Context: an optimization exercise on an open-source flow, tuned for a short achievable clock period and few clock cycles. The choices shown serve that exercise and are no tape-out recipe. The RTL was checked by simulation tests, not by an equivalence proof against the original design. Power is estimated from default activity; no workload was simulated.

Design toplevel, start of the top module:
module toplevel(
    input clk, clk_en, rst,
    input [31:0] inst_in, data_in,
    output mem_we, mem_req,
    output [3:0] mask,
    output [31:0] data_out,
    output [29:0] inst_addr, data_addr
);
    reg  [29:0] fpc;
    reg         dv, dbh, dbt, hold;
    reg  [29:0] dpc;
    reg  [31:0] dir_h;
    reg         ev, efa, efb, efs;
    reg         r_redir;         
    reg  [29:0] r_tgt;           
    reg         e_ld, e_st, e_jal, e_jalr, e_br, e_wr, e_const;
    reg  [4:0]  erd;
    reg  [3:0]  efn;
    reg  [31:0] ea, eb, es, eimm, econst;
    reg  [29:0] epc, epc1, etgt, ejr, epred;
    reg         mv, mwr, mld;
    reg  [4:0]  mrd;
    reg  [31:0] mres;
    reg  [3:0]  mfn;
    reg  [1:0]  malow;
    reg         mreq_r, mwe_r;
    reg  [29:0] daddr_r;
    reg  [3:0]  mask_r;
    reg  [31:0] dout_r;
    reg         wv, wwr, wld;
    reg  [4:0]  wrd;
    reg  [31:0] wres;
    reg  [3:0]  wfn;
    reg  [1:0]  walow;
    assign inst_addr = fpc;
    assign mem_req = mreq_r & clk_en;
    assign mem_we = mwe_r & clk_en;
    assign data_addr = daddr_r;
    assign mask = mask_r;
    assign data_out = dout_r;
    wire [31:0] ld_val;
    writeback_stage wb(.from_mem(data_in), .ld_fn4(wfn), .ld_addr_low(walow), .to_reg(ld_val));
    wire [31:0] wdata = wld ? ld_val : wres;
    wire        wwe = wv & wwr;
    wire [31:0] dinst = hold ? dir_h : inst_in;
    wire [4:0]  rd  = dinst[25:21];
    wire [4:0]  rs1 = dinst[20:16];
    wire [4:0]  rs2 = dinst[11:7];
    wire [3:0]  fn4 = dinst[15:12];
    wire is_alu, is_alui, is_lui, is_st, is_ld, is_jal, is_jalr, is_br, writes_rd, uses_rs1, uses_rs2;
    inst_rom dec(.opcode(dinst[28:26]), .is_alu(is_alu), .is_alui(is_alui), .is_lui(is_lui),
  ...
Size in the first run: ~3200 flip-flops, roughly 170 I/O pins.
==> flow/config.mk <==
export PLATFORM = sky130hd
export DESIGN_NAME = toplevel
export DESIGN_NICKNAME = toplevel
export VERILOG_FILES = /design/flow/design.v
export SDC_FILE = /design/flow/constraint.sdc
export NUM_CORES = 4
export LEC_CHECK = 0
export CAP_MARGIN = 20
export CORE_MARGIN = 2
export CORE_UTILIZATION = 40
export SETUP_SLACK_MARGIN = 5.0
export SLEW_MARGIN = 20
==> flow/constraint.sdc <==
create_clock -name core_clock -period 10.5 [get_ports {clk}]
set_input_delay 2.1000 -clock core_clock [delete_from_list [all_inputs] [get_ports {clk}]]
set_output_delay 2.1000 -clock core_clock [all_outputs]
set_load 0.01 [all_outputs]
standard.sh (not shown) runs the stock make flow with config.mk's settings and CLKGATE_MAP_FILE= SYNTH_SCRIPT=/design/flow/synth_recipe.tcl, a recipe that flattens the netlist after the stock synthesis.
==> flow/flow/run.sh <==
#!/bin/bash
# The standard layout, with repair_timing asked for a larger setup margin
# (it stops at the target otherwise) and limited to the worst endpoints.
set -o pipefail
bash standard.sh SETUP_SLACK_MARGIN=5.9 TNS_END_PERCENT=20 finish 2>&1 | tee standard_flow.log
The starting point went through all stages and came out clean.
Testbench counts at the start, summed over its fixed seeds: cycles 118,853.
Change:
--- a/flow/design.v
+++ b/flow/design.v
@@ -209,21 +209,23 @@
 module toplevel(
     input clk, clk_en, rst,
     input [31:0] inst_in, data_in,
     output mem_we, mem_req,
     output [3:0] mask,
     output [31:0] data_out,
     output [29:0] inst_addr, data_addr
 );
-    reg  [29:0] fpc;
+    reg  [29:0] fpc;       
+    reg  [29:0] fpc_inv;   
+    wire [29:0] pc_f = ~fpc_inv;
     reg         dv, dbh, dbt, hold;
     reg  [29:0] dpc;
     reg  [31:0] dir_h;
-    reg         ev, efa, efb, efs;
+    reg         ev, efa, efb, efs, efs_w;
     reg         r_redir;         
     reg  [29:0] r_tgt;           
     reg         e_ld, e_st, e_jal, e_jalr, e_br, e_wr, e_const;
     reg  [4:0]  erd;
     reg  [3:0]  efn;
     reg  [31:0] ea, eb, es, eimm, econst;
     reg  [29:0] epc, epc1, etgt, ejr, epred;
     reg         mv, mwr, mld;
@@ -280,17 +282,17 @@
         op = ins[28:26];
         u1 = (op != 3'd2) && (op != 3'd5);
         u2 = (op == 3'd0) || (op == 3'd3) || (op == 3'd7);
         e1 = ev_ & e_wr_ & (erd_ == ins[20:16]);
         e2 = ev_ & e_wr_ & (erd_ == ins[11:7]);
         m1 = mv_ & mwr_ & (mrd_ == ins[20:16]) & mld_;
         m2 = mv_ & mwr_ & (mrd_ == ins[11:7]) & mld_;
         stall_of = (u1 & ((e1 & e_ld_) | (!e1 & m1))) |
-                   (u2 & ((e2 & e_ld_) | (!e2 & m2)));
+                   (u2 & ((e2 & e_ld_) | (!e2 & m2 & (op != 3'd3))));
     endfunction
     wire stall_h = stall_of(dir_h, ev, e_wr, e_ld, mv, mwr, mld, erd, mrd);
     wire stall_i = stall_of(inst_in, ev, e_wr, e_ld, mv, mwr, mld, erd, mrd);
     wire stall = dv & (hold ? stall_h : stall_i);
     wire [29:0] dpc1;
     pfx_add #(30) a_dpc1(.a(dpc), .b(30'd0), .cin(1'b1), .s(dpc1), .cout());
     wire [29:0] j19_i = {{11{inst_in[20]}}, inst_in[20:2]};
     wire [29:0] b10_i = {{20{inst_in[25]}}, inst_in[25:21], inst_in[6:2]};
@@ -305,20 +307,20 @@
     wire [29:0] dtgt_h = (dir_h[28:26] == 3'd5) ? dtgt_jh : dtgt_bh;
     wire [29:0] dpc_r10;
     pfx_add #(30) a_r10(.a(dpc), .b(r10), .cin(1'b0), .s(dpc_r10), .cout());
     wire [29:0] dtgt = hold ? dtgt_h : dtgt_i;
     wire is_ctrl = is_jal | is_jalr | is_br;
     wire static_taken = is_jal | (is_br & dinst[25]);
     wire dr_tgt = !dbh & static_taken;
     wire dr_seq = dbt & !is_ctrl;
-    wire [29:0] dpred = dr_tgt ? dtgt : dr_seq ? dpc1 : fpc;
+    wire [29:0] dpred = dr_tgt ? dtgt : dr_seq ? dpc1 : pc_f;
     wire [31:0] a  = efa ? mres : ea;
     wire [31:0] bb = efb ? mres : eb;    
-    wire [31:0] sd = efs ? mres : es;    
+    wire [31:0] sd = efs ? mres : efs_w ? ld_val : es;    
     wire [31:0] alu_out;
     alu alu_inst(.a(a), .b(bb), .op(efn), .res(alu_out));
     wire [31:0] eres = e_const ? econst : alu_out;
     wire [31:0] addr;
     pfx_add #(32) a_addr(.a(a), .b(eimm), .cin(1'b0), .s(addr), .cout());
     wire bt_rr, bt_mr, bt_rm;
     exe_stage bc_rr(.a(ea), .b(es), .fn4(efn), .taken(bt_rr));
     exe_stage bc_mr(.a(mres), .b(es), .fn4(efn), .taken(bt_mr));
@@ -339,46 +341,52 @@
     wire mispred = e_jalr ? mis_jr : (e_jal | (e_br & br_taken)) ? mis_tgt : mis_seq;
     wire ev_e = ev & !r_redir;
     wire eredir = ev_e & mispred;
     wire [31:0] st_data;
     wire [3:0]  st_mask;
     mem_adj sadj(.from_reg(sd), .fn4(efn), .addr_low(addr[1:0]), .to_mem(st_data), .mask(st_mask));
     wire bt_hit, bt_taken;
     wire [29:0] bt_target;
-    fetch_stage btb(.clk(clk), .rst(rst), .clk_en(clk_en), .pc(fpc),
+    fetch_stage btb(.clk(clk), .rst(rst), .clk_en(clk_en), .pc(pc_f),
         .hit(bt_hit), .taken(bt_taken), .target(bt_target),
         .w_pc(epc), .w_target(enext), .w_valid(ev_e & (e_jal | e_jalr | e_br)), .w_taken(taken));
     wire [29:0] fpc1;
-    pfx_add #(30) a_fpc1(.a(fpc), .b(30'd0), .cin(1'b1), .s(fpc1), .cout());
+    pfx_add #(30) a_fpc1(.a(pc_f), .b(30'd0), .cin(1'b1), .s(fpc1), .cout());
     wire [29:0] fnext = bt_taken ? bt_target : fpc1;
     wire d_go = dv & !stall & !r_redir;
     wire d_redir = dv & (dr_tgt | dr_seq);
     wire f_adv = !stall | r_redir;
     wire [29:0] fpc_adv = r_redir ? r_tgt : d_redir ? dpred : fnext;
     wire dv_n = !rst & !r_redir & (stall | !d_redir);
     wire hold_n = !rst & !r_redir & stall;
     always_ff @(posedge clk) begin
         if(clk_en) begin
-            if(rst) fpc <= 30'h0;
-            else if(f_adv) fpc <= fpc_adv;
+            if(rst) begin
+                fpc <= 30'h0;
+                fpc_inv <= ~30'h0;
+            end else if(f_adv) begin
+                fpc <= fpc_adv;
+                fpc_inv <= ~fpc_adv;
+            end
             dv <= dv_n;
             hold <= hold_n;
             dir_h <= dinst;
             if(!stall) begin
-                dpc <= fpc;
+                dpc <= pc_f;
                 dbh <= bt_hit;
                 dbt <= bt_taken;
             end
             ev <= !rst & d_go;
             r_redir <= !rst & eredir;
             r_tgt <= enext;
             efa <= hitE1;
             efb <= hitE2 & is_alu;
             efs <= hitE2;
+            efs_w <= !hitE2 & hitM2 & mld;
             e_ld <= is_ld;
             e_st <= is_st;
             e_jal <= is_jal;
             e_jalr <= is_jalr;
             e_br <= is_br;
             e_wr <= writes_rd & (rd != 5'd0);
             e_const <= is_lui | is_jal | is_jalr;
             erd <= rd;
What happened: The new run ran to the end with no violations. Final area is higher by 0.40%. Worst setup slack gets worse by 0.12 ns. Core utilization is lower by 0.11 points. Final cell count stays flat. First-iteration DRC count stays flat. Fmax is lower by 2.4%. Clock skew is higher by 0.018 ns. Sequential share of layout area is higher by 0.22 points. Die area is higher by 0.54%. Count of clock-buffer cells in the layout is lower by 1. Clock power is about the same.
Testbench counts after the change, summed over its fixed seeds: cycles 118,110.

-- static timing again, ports no longer ideal --
In the flow no input, the clock included, has a driving cell. The finished layouts below were timed again as built, in two steps. Step 1, drivers: a clkbuf_16 drives clk and a buf_2 each remaining input, both assumed. Step 2, shift: input delay + t, output delay - t, t = (earliest + latest rising clock arrival at the registers) / 2. This alone moves slack from input paths to output paths. Three values: ideal ports, drivers, drivers and shift; two values: the first two.
run	shift t [ns]	setup WS [ns]	pins driven straight from the clock port
the first run	1.059	5.600 / 5.177 / 4.564	1
the second run	1.054	5.479 / 5.371 / 4.398	1
After both steps every run listed still meets setup and hold. The setup slack of the second run, which loses most, moves by -0.108 ns with the drivers and by -1.081 ns with both steps.
